This design comes from an exercise in tuning for small area on the open sky130 flow, not from production work.
No functional check of the RTL was part of this run.
No activity file was given, so power comes from the tool's default toggle rates.

## flow/run.sh

```bash
#!/bin/bash
# synth_recipe.tcl (not shown) runs the flow's synth.tcl, then flattens the netlist and writes it again
# the make line also repeats each setting of config.mk as NAME=value (left out here)
make -C /OpenROAD-flow-scripts/flow DESIGN_CONFIG=/design/flow/config.mk WORK_HOME=/design/flow/orfs CLKGATE_MAP_FILE= SYNTH_SCRIPT=/design/flow/synth_recipe.tcl finish
```

## flow/config.mk

```make
export PLATFORM = sky130hd
export DESIGN_NAME = ID_RF
export DESIGN_NICKNAME = ID_RF
export VERILOG_FILES = /design/flow/design.v
export SDC_FILE = /design/flow/constraint.sdc
export NUM_CORES = 4
export LEC_CHECK = 0
export CAP_MARGIN = 20
export CORE_MARGIN = 2
export CORE_UTILIZATION = 40
export SLEW_MARGIN = 20
```

## flow/constraint.sdc

```tcl
create_clock -name core_clock -period 7.0 [get_ports {clk}]
set_input_delay 1.4000 -clock core_clock [delete_from_list [all_inputs] [get_ports {clk}]]
set_output_delay 1.4000 -clock core_clock [all_outputs]
set_load 0.01 [all_outputs]
```

## flow/design.v

```verilog
`timescale 1ns / 1ps
module Reg_File(
    input [31:0] reg_w,
    input write_enable,
    input clk,
    input rst,
    input [4:0] rs1_enc,
    input [4:0] rs2_enc,
    input [4:0] reg_enc_write,
    output [31:0] rs1,
    output [31:0] rs2
    );
    reg [31:0] x[31:0];                      
    reg [31:0] rs[1:0];
    wire [4:0] rs_enc[1:0];
    integer i;
    genvar j;
    always @(posedge clk or negedge rst) begin
        if(rst==1'b0)
            for(i=0;i<32;i=i+1) x[i]<=31'b0;
        else begin
            case({write_enable,reg_enc_write})
                6'd32:	x[0]<=reg_w;
                6'd33:	x[1]<=reg_w;
                6'd34:	x[2]<=reg_w;
                6'd35:	x[3]<=reg_w;
                6'd36:	x[4]<=reg_w;
                6'd37:	x[5]<=reg_w;
                6'd38:	x[6]<=reg_w;
                6'd39:	x[7]<=reg_w;
                6'd40:	x[8]<=reg_w;
                6'd41:	x[9]<=reg_w;
                6'd42:	x[10]<=reg_w;
                6'd43:	x[11]<=reg_w;
                6'd44:	x[12]<=reg_w;
                6'd45:	x[13]<=reg_w;
                6'd46:	x[14]<=reg_w;
                6'd47:	x[15]<=reg_w;
                6'd48:	x[16]<=reg_w;
                6'd49:	x[17]<=reg_w;
                6'd50:	x[18]<=reg_w;
                6'd51:	x[19]<=reg_w;
                6'd52:	x[20]<=reg_w;
                6'd53:	x[21]<=reg_w;
                6'd54:	x[22]<=reg_w;
                6'd55:	x[23]<=reg_w;
                6'd56:	x[24]<=reg_w;
                6'd57:	x[25]<=reg_w;
                6'd58:	x[26]<=reg_w;
                6'd59:	x[27]<=reg_w;
                6'd60:	x[28]<=reg_w;
                6'd61:	x[29]<=reg_w;
                6'd62:	x[30]<=reg_w;
                6'd63:	x[31]<=reg_w;
            endcase
        end
    end
    generate
        for(j=0;j<2;j=j+1) begin
            always @(*) begin
                case(rs_enc[j])
                    5'd0:	rs[j]=x[0];
                    5'd1:	rs[j]=x[1];
                    5'd2:	rs[j]=x[2];
                    5'd3:	rs[j]=x[3];
                    5'd4:	rs[j]=x[4];
                    5'd5:	rs[j]=x[5];
                    5'd6:	rs[j]=x[6];
                    5'd7:	rs[j]=x[7];
                    5'd8:	rs[j]=x[8];
                    5'd9:	rs[j]=x[9];
                    5'd10:	rs[j]=x[10];
                    5'd11:	rs[j]=x[11];
                    5'd12:	rs[j]=x[12];
                    5'd13:	rs[j]=x[13];
                    5'd14:	rs[j]=x[14];
                    5'd15:	rs[j]=x[15];
                    5'd16:	rs[j]=x[16];
                    5'd17:	rs[j]=x[17];
                    5'd18:	rs[j]=x[18];
                    5'd19:	rs[j]=x[19];
                    5'd20:	rs[j]=x[20];
                    5'd21:	rs[j]=x[21];
                    5'd22:	rs[j]=x[22];
                    5'd23:	rs[j]=x[23];
                    5'd24:	rs[j]=x[24];
                    5'd25:	rs[j]=x[25];
                    5'd26:	rs[j]=x[26];
                    5'd27:	rs[j]=x[27];
                    5'd28:	rs[j]=x[28];
                    5'd29:	rs[j]=x[29];
                    5'd30:	rs[j]=x[30];
                    5'd31:	rs[j]=x[31];
                endcase
            end
        end
    endgenerate
    assign rs_enc[0]=rs1_enc,rs_enc[1]=rs2_enc,rs1=rs[0],rs2=rs[1];
endmodule
`timescale 1ns / 1ps
module IDecode(
    input [31:0] Ins,            
    input [31:0] PC_curr,        
    input rst,
    input clk_stage,
    input [31:0] regfile1,       
    input [31:0] regfile2,       
    input [4:0] outdated_EXE,outdated_MEM,outdated_WB,   
    input IDBufEn,
    input [31:0] EXEBuf,MEMBuf,  
    input [2:0] ins_class,
    input pc_ins_type,
    input Mem_rd_in,
    output [4:0] rs1_enc,
    output [4:0] rs2_enc,
    output reg [31:0] PC_curr_reg,
    output reg pc_ins_type_reg,
    output reg [7:0] ALUOp,      
    output reg sgn,              
    output reg isBranch,         
    output reg isJump,
    output isSLT,
    output reg branch_type,      
    output reg [31:0] ALUopr1,   
    output reg [31:0] ALUopr2,
    output reg [31:0] Store_src,
    output IDHold                
    );
    wire[6:0] opcode=Ins[6:0];
    reg[10:0] op_minterms;       
    wire[5:0] ins_type;          
    wire[4:0] rd_enc;            
    wire[31:0] immediate;
    wire imm31,imm11,imm0;
    wire[10:0] imm30_20;
    wire[7:0] imm19_12;
    wire[5:0] imm10_5;
    wire[3:0] imm4_1;
    wire[5:0] cmp;                
    reg[1:0] Mem_rd;
    wire[4:0] rs_enc[1:0];       
    wire[31:0] regfile[1:0];
    assign rs1_enc=rs_enc[0],rs2_enc=rs_enc[1],regfile[0]=regfile1,regfile[1]=regfile2;
    reg[4:0] outdated;           
    reg[1:0] RAW_stall;
    wire[2:0] funct3;
    wire[6:0] funct7;
    wire[14:0] outdated_in={outdated_WB,outdated_MEM,outdated_EXE};
    localparam OP=6'd0,OP_IMM=6'd1,JAL=6'd2,JALR=6'd3,BRANCH=6'd4,LOAD=6'd5,STORE=6'd6,LUI=6'd7,AUIPC=6'd8;
    localparam R=0,I=1,S=2,B=3,U=4,J=5;  
    assign funct3=Ins[14:12],funct7=Ins[31:25];
    assign rd_enc=Ins[11:7]&{5{~{op_minterms[BRANCH]|op_minterms[STORE]}}};
    assign rs_enc[0]=Ins[19:15],rs_enc[1]=Ins[24:20];
    always @(*) begin
        case(opcode)
            OP:	    op_minterms<=10'd1;
            OP_IMM:	op_minterms<=10'd2;
            JAL:	op_minterms<=10'd4;
            JALR:	op_minterms<=10'd8;
            BRANCH:	op_minterms<=10'd16;
            LOAD:	op_minterms<=10'd32;
            STORE:	op_minterms<=10'd64;
            LUI:	op_minterms<=10'd128;
            AUIPC:	op_minterms<=10'd256;
            default:    op_minterms<=10'd0;    
        endcase
    end
    assign ins_type[R]=op_minterms[OP];
    assign ins_type[I]=|{op_minterms[OP_IMM],op_minterms[JALR],op_minterms[LOAD]};
    assign ins_type[S]=op_minterms[STORE];
    assign ins_type[B]=op_minterms[BRANCH];
    assign ins_type[U]=op_minterms[LUI]|op_minterms[AUIPC];
    assign ins_type[J]=op_minterms[JAL];
    always @(posedge clk_stage or negedge rst) begin
        if(rst==1'b0) 
            outdated<=5'b0;
        else  
            outdated<=rd_enc&{5{IDBufEn}};
    end  
    generate
    genvar i1,j1;
        for(i1=0;i1<2;i1=i1+1) begin        
            for(j1=0;j1<3;j1=j1+1) begin
                assign cmp[3*i1+j1]=(outdated_in[5*j1+:5]==rs_enc[i1]);
            end
        end
    endgenerate    
    wire w1=ins_type[I]|ins_type[S]|ins_type[B],w2=w1|ins_type[J];
    assign imm31=Ins[31];
    assign imm30_20=(w2)?{11{Ins[31]}}:Ins[30:20];
    assign imm19_12=(w1)?{8{Ins[31]}}:Ins[19:12];
    assign imm11=|{(Ins[31]&(ins_type[I]|ins_type[S])),(Ins[7]&ins_type[B]),(Ins[20]&ins_type[J])};
    assign imm10_5=Ins[30:25]&{6{w2}};
    assign imm4_1=(Ins[24:21]&{4{ins_type[I]|ins_type[J]}})|(Ins[11:8]&{4{ins_type[S]|ins_type[B]}});
    assign imm0=(Ins[20]&ins_type[I])|(Ins[7]&ins_type[S]);
    assign immediate={imm31,imm30_20,imm19_12,imm11,imm10_5,imm4_1,imm0};
    wire r_w=ins_type[R]|ins_type[B];
    wire [1:0] neq={(rs2_enc!=5'b0),(rs1_enc!=5'b0)};
    reg [31:0] rs2_updated;
    always @(posedge clk_stage or negedge rst) begin
        if(rst==1'b0) begin
            ALUopr1<=32'b0;
        end
        else if(IDBufEn) begin
            casez({opcode,neq[0],cmp[1:0]})
                {OP,1'b1,2'b?1},{OP_IMM,1'b1,2'b?1},{JALR,1'b1,2'b?1},{BRANCH,1'b1,2'b?1},{LOAD,1'b1,2'b?1},{STORE,1'b1,2'b?1}:
                    ALUopr1<=EXEBuf;
                {OP,1'b1,2'b10},{OP_IMM,1'b1,2'b10},{JALR,1'b1,2'b10},{BRANCH,1'b1,2'b10},{LOAD,1'b1,2'b10},{STORE,1'b1,2'b10}:
                    ALUopr1<=MEMBuf;
                {OP,1'b1,2'b00},{OP_IMM,1'b1,2'b00},{JALR,1'b1,2'b00},{BRANCH,1'b1,2'b00},{LOAD,1'b1,2'b00},{STORE,1'b1,2'b00}:
                    ALUopr1<=regfile1;
                {OP,1'b0,2'b??},{OP_IMM,1'b0,2'b??},{JALR,1'b0,2'b??},{BRANCH,1'b0,2'b??},{LOAD,1'b0,2'b??},{STORE,1'b0,2'b??},{LUI,1'b?,2'b??}:
                    ALUopr1<=32'b0;      
                default:
                    ALUopr1<=PC_curr;
            endcase
        end    
    end
    always @(*) begin                 
        casez({opcode,neq[1],cmp[3:2]})
            {OP,1'b1,2'b?1},{BRANCH,1'b1,2'b?1},{STORE,1'b1,2'b?1}:
                rs2_updated<=EXEBuf;
            {OP,1'b1,2'b10},{BRANCH,1'b1,2'b10},{STORE,1'b1,2'b10}:
                rs2_updated<=MEMBuf;
            {OP,1'b1,2'b00},{BRANCH,1'b1,2'b00},{STORE,1'b1,2'b00}:
                rs2_updated<=regfile2;
            default:    
                rs2_updated<=32'b0;
        endcase
    end
    always @(posedge clk_stage or negedge rst) begin                 
        if(rst==1'b0)
            ALUopr2<=32'b0;
        else if(IDBufEn)
            ALUopr2<=(|{op_minterms[OP_IMM],op_minterms[LUI],op_minterms[AUIPC],op_minterms[JAL],op_minterms[JALR],op_minterms[LOAD],op_minterms[STORE]})?immediate:rs2_updated;
    end
    always @(posedge clk_stage or negedge rst) begin
        if(rst==1'b0)
            Store_src<=32'b0;
        else if(IDBufEn&ins_type[S])
            Store_src<=rs2_updated;
    end
    always @(posedge clk_stage or negedge rst) begin
        if(rst==0) begin
            PC_curr_reg<=32'b0;
            Mem_rd<=1'b0;
            pc_ins_type_reg<=1'b0;
        end
        else if(IDBufEn) begin
            PC_curr_reg<=PC_curr;
            Mem_rd<=op_minterms[LOAD];
            pc_ins_type_reg<=pc_ins_type;
        end
    end
    localparam ADD=8'd1,SUB=8'd3,SLT=8'd7,AND=8'd4,OR=8'd8,XOR=8'd16,SLL=8'd32,SRL=8'd64,SRA=8'd128;
    localparam BEQ=3'd0,BNE=3'd1,BLTU=3'd2,BLT=3'd3,BGEU=3'd4,BGE=3'd5;
    localparam ADD_=10'd0,SLT_=10'd1,SLTU_=10'd2,AND_=10'd3,OR_=10'd4,XOR_=10'd5,SLL_=10'd6,SRL_=10'd7,SUB_=10'd256,SRA_=10'd257;
    localparam ADDI=8'd0,SLTIU=8'd1,ANDI=8'd2,ORI=8'd3,XORI=8'd4,SLLI=8'd5,SRLI=8'd6,SRAI=8'd7;
    always @(posedge clk_stage or negedge rst) begin
        if(rst==1'b0)
            ALUOp<=8'b0;
        else if(IDBufEn) begin
            casez({opcode,funct7,funct3})
                {OP,{7{1'b?}},ADDI},{OP_IMM,ADD_},{LUI,{9{1'b?}}},{AUIPC,{9{1'b?}}}:
                    ALUOp<=ADD;
                {OP,{7{1'b?}},SLTIU},{OP_IMM,SLT_},{OP_IMM,SLTU_},{OP_IMM,SUB_},{BRANCH,{7'b?},BGEU},{BRANCH,{7'b?},BGE},{BRANCH,{7'b?},BLTU},{BRANCH,{7'b?},BLT}:
                    ALUOp<=SUB;
                {OP,{7{1'b?}},ANDI},{OP_IMM,AND_}:
                    ALUOp<=AND;
                {OP,{7{1'b?}},ORI},{OP_IMM,OR_}:
                    ALUOp<=OR;
                {OP,{7{1'b?}},XORI},{OP_IMM,XOR_},{BRANCH,{7'b?},BEQ},{BRANCH,{7'b?},BNE}:
                    ALUOp<=XOR;
                {OP,{7{1'b?}},SLL},{OP_IMM,SLL_}:
                    ALUOp<=SLL;
                {OP,{7{1'b?}},SRL},{OP_IMM,SRL_}:
                    ALUOp<=SRL;
                {OP,{7{1'b?}},SRA},{OP_IMM,SRA_}:
                    ALUOp<=SRA;
                default:
                    ALUOp<=ADD;          
            endcase            
        end
    end
    always @(posedge clk_stage or negedge rst) begin
        if(rst==0)
            sgn<=1'b0;
        else if(IDBufEn) begin
            casez({opcode,funct7,funct3})
                {OP_IMM,{10{1'b?}}},{OP,SLT_},{OP,SRA_},{BRANCH,{7{1'b?}},BLTU},{BRANCH,{7{1'b?}},BGEU}:
                    sgn<=1'b1;
                default:
                    sgn<=1'b0;
            endcase
        end
    end
    always @(posedge clk_stage or negedge rst) begin
        if(rst==1'b0) begin
            isBranch<=1'b0;
            isJump<=1'b0;
        end
        else if(IDBufEn) begin
            isBranch<=op_minterms[BRANCH];
            isJump<=op_minterms[JAL]|op_minterms[JALR];
        end
    end
    always @(posedge clk_stage or negedge rst) begin
        if(rst==1'b0)
            branch_type<=4'b0;
        else if(IDBufEn) begin
            case(funct3)
                BEQ:
                    branch_type<=4'b0101;
                BNE:
                    branch_type<=4'b0001;
                BLTU,BLT:
                    branch_type<=4'b0010;
                BGEU,BGE:
                    branch_type<=4'b0110;
            endcase
        end
    end
    generate
        for(i1=0;i1<2;i1=i1+1) begin
            always @(*) begin
                casez({neq[i1],cmp[3*i1+:3],Mem_rd_in})
                    {1'b1,3'b?10,1'b0},{1'b1,3'b100,1'b?},{1'b1,3'b000,1'b?}:
                        RAW_stall[i1]=1'b0; 
                    default: 
                        RAW_stall[i1]=1'b1;
                endcase
            end        
        end
    endgenerate
    assign IDHold=RAW_stall[0]|RAW_stall[1];
    assign isSLT=1'b0;
endmodule
`timescale 1ns / 1ps
module ID_RF(
    input clk,
    input rst,
    input [31:0] Ins,
    input [31:0] PC_curr,
    input [4:0] outdated_EXE,
    input [4:0] outdated_MEM,
    input [4:0] outdated_WB,
    input IDBufEn,
    input [31:0] EXEBuf,
    input [31:0] MEMBuf,
    input [2:0] ins_class,
    input pc_ins_type,
    input Mem_rd_in,
    input [31:0] wb_data,
    input wb_en,
    input [4:0] wb_rd,
    output [31:0] PC_curr_reg,
    output pc_ins_type_reg,
    output [7:0] ALUOp,
    output sgn,
    output isBranch,
    output isJump,
    output branch_type,
    output [31:0] ALUopr1,
    output [31:0] ALUopr2,
    output [31:0] Store_src,
    output IDHold
    );
    wire [4:0] rs1_enc, rs2_enc;
    wire [31:0] rs1, rs2;
    wire isSLT;
    Reg_File rf(
        .reg_w(wb_data),
        .write_enable(wb_en),
        .clk(clk),
        .rst(rst),
        .rs1_enc(rs1_enc),
        .rs2_enc(rs2_enc),
        .reg_enc_write(wb_rd),
        .rs1(rs1),
        .rs2(rs2)
    );
    IDecode id(
        .Ins(Ins),
        .PC_curr(PC_curr),
        .rst(rst),
        .clk_stage(clk),
        .regfile1(rs1),
        .regfile2(rs2),
        .outdated_EXE(outdated_EXE),
        .outdated_MEM(outdated_MEM),
        .outdated_WB(outdated_WB),
        .IDBufEn(IDBufEn),
        .EXEBuf(EXEBuf),
        .MEMBuf(MEMBuf),
        .ins_class(ins_class),
        .pc_ins_type(pc_ins_type),
        .Mem_rd_in(Mem_rd_in),
        .rs1_enc(rs1_enc),
        .rs2_enc(rs2_enc),
        .PC_curr_reg(PC_curr_reg),
        .pc_ins_type_reg(pc_ins_type_reg),
        .ALUOp(ALUOp),
        .sgn(sgn),
        .isBranch(isBranch),
        .isJump(isJump),
        .isSLT(isSLT),
        .branch_type(branch_type),
        .ALUopr1(ALUopr1),
        .ALUopr2(ALUopr2),
        .Store_src(Store_src),
        .IDHold(IDHold)
    );
endmodule
```

==> results.txt <==
==> cell type report <==
type / count / share of cell area, %
antenna: 34 / 0.125
clock buffer: 163 / 5.03
clock inverter: 61 / 1.17
inverter: 12 / 0.0662
multi-input combinational: 3340 / 40.7
sequential: 1133 / 41.7
tap: 1890 / 3.47
timing repair buffer: 567 / 7.81
==> metrics by stage <==
step | hold slack [ps] | cells | setup slack [ps] | instance area (um2)
after detailed placement | 480 | 6935 | 1360 | 63600
after global placement | 474 | 6934 | 1450 | 63500
after global routing | 505 | 7173 | 1350 | 68000
after floorplan | 485 | 4981 | 2450 | 57200
after CTS | 496 | 7159 | 1570 | 67800
final | 496 | 7200 | 1380 | 68100
==> routing by layer <==
metal	track usage [%]	wire, um	up-vias
met4	31.9	29400	38
met1	49.3	108000	27100
met5	1.49	412	-
met3	22.7	53300	1808
li1	-	-	19700
met2	57.0	125000	5575
==> cell families after synthesis <==
group / share of synthesized area (%)
and+or+nand+nor: 8.57
xor gates and xnor gates: 0.444
buffers and inverters: 3.44
DFF: 49.5
adders and majority gates: 0.0219
muxes: 20.7
AOI/OAI and AO/OA: 17.3
==> power breakdown <==
group	switching [mW]	total [mW]	internal (mW)
clock network	2.96	6.98	4.02
registers	1.16	8.90	7.74
logic	1.49	2.86	1.36
total	5.62	18.7	13.1
==> cell usage after synthesis (7+ instances only) <==
library cell	n	share of area, %
nor3b_1	9	0.12
or3_1	12	0.13
a222oi_1	18	0.31
a221oi_1	120	1.8
and2_1	11	0.12
dfrtp_1	1133	50
o21ai_0	57	0.50
a32oi_1	21	0.32
clkbuf_1	378	2.5
xnor2_1	18	0.28
nand2b_1	20	0.22
a21oi_1	104	0.91
o22a_1	9	0.14
or4_1	18	0.24
a31oi_1	22	0.24
buf_1	84	0.55
buf_2	31	0.27
a2111oi_0	22	0.34
mux2i_1	19	0.33
a221o_1	18	0.31
nor2_1	185	1.2
o31ai_1	7	0.092
o211ai_1	8	0.10
and3_1	74	0.81
a22oi_1	698	9.2
o2bb2ai_1	15	0.23
nand3_1	89	0.78
nor4_1	25	0.27
nor2b_1	28	0.31
or2_2	15	0.16
o22ai_1	43	0.47
mux2_2	1033	20
a21boi_0	7	0.092
a21o_1	12	0.16
xor2_1	11	0.17
nand2_1	187	1.2
nand3b_1	11	0.14
and4_1	18	0.28
nor3_1	72	0.63
nand4_1	138	1.5
a22o_1	88	1.3
nand4b_1	7	0.11
inv_1	12	0.079
==> worst paths after layout <==
| kind | endpoint | slack (ps) | depth (start not counted) |
|---|---|---|---|
| worst max-delay path | IDHold | 1380 | 6 |
| worst min-delay path | id.ALUOp[2] | 500 | 1 |
| worst max register to register | id.ALUopr2[13] | 4110 | 6 |
| worst min register to register | id.ALUOp[2] | 500 | 1 |
| max in group asynchronous | rf.x[26][8] | 4730 | 2 |
| min in group asynchronous | id.ALUOp[0] | 700 | 1 |
==> results.yml <==
run_status:
  run_status: "no timing/DRC/antenna violations"
critical_path:
  critPathArrivalTime_ps: 4220
  crit_buf_inv: 2
  rr_startpoint: "rf.x[28][13]"
  cp.required_ps: 5600
  slowest_stage: "or3_1"
  max_stage_delay_ps: 730
  path_class: "input pin to output pin"
  crit_family: "simple AND/OR/NAND/NOR gates"
  worstSetupStartpointType: "input pin"
  worstSetupEndpointType: "output pin"
  critPathLaunch: "Ins[22]"
  cp_max_fo: 12
  crit_chain: "buf_2 > or3_1 > nor2_1 > a2111oi_0 > nand2_1 > clkdlybuf4s50_1"
clock_network:
  clk_path_buf_depth: 3
  post-cts-setup-buffer-count: 0
  cts_hold_buf: 0
  root_buffer: "clkbuf_16"
  cts_sinks: 1133
  cts_buffers: 121
  path_clk_slew_ps: 60
  ctsResizeCount: 0
  clk_latency_ps: 800
  tritoncts: "yes"
  cts_htree_levels: 3
global_routing:
  grt_pass1_vias: 51100
  grt_max_degree: 163
  grt_pass1_wl_um: 428000
  antenna_found_initial: 43
  track_usage_pct: 42.0
  grt-ovfl-total: 0
sta:
  tightest_slew_ps: 1360
  max_freq_mhz: 178
  period_minus_slack_ps: 5620
  final_max_slew_viol_count: 0
  finalSetupTns_ps: 0
  grt_setup_unrepaired: "false"
  relSlewSlack_pct: 9.44
  hold_viol: 0
  finalSetupViolations: 0
  finalClockSkew_ps: 29.4
  finalCritPeriodShare_pct: 80.3
detailed_routing:
  routedWlPerCell_um: 43.9
  initialDrtViolationCount: 10700
  wl_um: 316000
  drt_pass1_iterations: 11
  viasPerCell: 7.53
  vias: 54200
  drcViolationCount: 0
  postRouteAntennaNets: 0
layout:
  fillers: 12900
  multi_input_area_mm2: 0.0277
  most-common-layout-cells: "1133 x dfrtp_1, 1033 x mux2_2, 698 x a22oi_1"
  final_util_pct: 48.0
  largest_reg_flops: 992
  layout-drive-gt1-share_pct: 31.0
  nNetsFinal: 5365
  mostFrequentLayoutCell: "dfrtp_1"
  register_area_mm2: 0.0284
  regMostFlops: "rf.x"
  area_delta_synth_final_pct: 19.0
place:
  globalplace.congestion: 1.03
  place.port_buffers: 327
  dp_hpwl_um: 196000
pwr:
  powerDensity_mw_per_mm2: 275
  ir_worst_vdd_mv: 0.221
  p_leak_nw: 28.5
  power.total_mw: 18.7
die:
  core_area_mm2: 0.142
  die_w_um: 382
  io_pins: 331
  die_area_mm2: 0.146
  rows: 138
  die_h_um: 382
  initial_utilization_pct: 40.4
yosys:
  ys_ff_latch: 1133
  syn-num-nets: 5171
  yosysWarnings: 4
  postSynthCellCount: 4981
  synth_top_flop_cell: "dfrtp_1"
  syn_area_mm2: 0.0572
  synthArstFlopShare_pct: 100
  ys_types: 75
  synth-edff-count: 0
  syn-mean-instance-area_um2: 11.5
  ys_seq_area_share_pct: 49.5
hold_path:
  hp-start: "id.ALUOp[2]"
  hold_path.class: "register to register"
job:
  maxCapViolCount: 0

[what the ideal ports hide]
The results above use ideal ports. As a check the final layout listed here was re-extracted and re-timed, cells and wires unchanged.
Step 1 (the two cells are an assumption about what drives the block):
set clk [get_ports {clk}]
set_driving_cell -lib_cell sky130_fd_sc_hd__clkbuf_16 $clk
set_driving_cell -lib_cell sky130_fd_sc_hd__buf_2 [delete_from_list [all_inputs] $clk]
Step 2 times the ports against the registers' clock, not the clock port: input delays grow and output delays shrink by t, the midpoint of the rising clock arrivals with the driver on.
a / b / c = no drivers / after step 1 / after step 2; a / b = the first two.
t, ns: 0.870
setup slack, ns: 1.379 / 1.353 / 0.908
latest minus earliest clock arrival (ns): 0.041 / 0.042
cell pins on the clock port's net: 1
After both steps this run still meets setup and hold. The setup slack of this run moves by -0.026 ns with the drivers and by -0.471 ns with both steps.
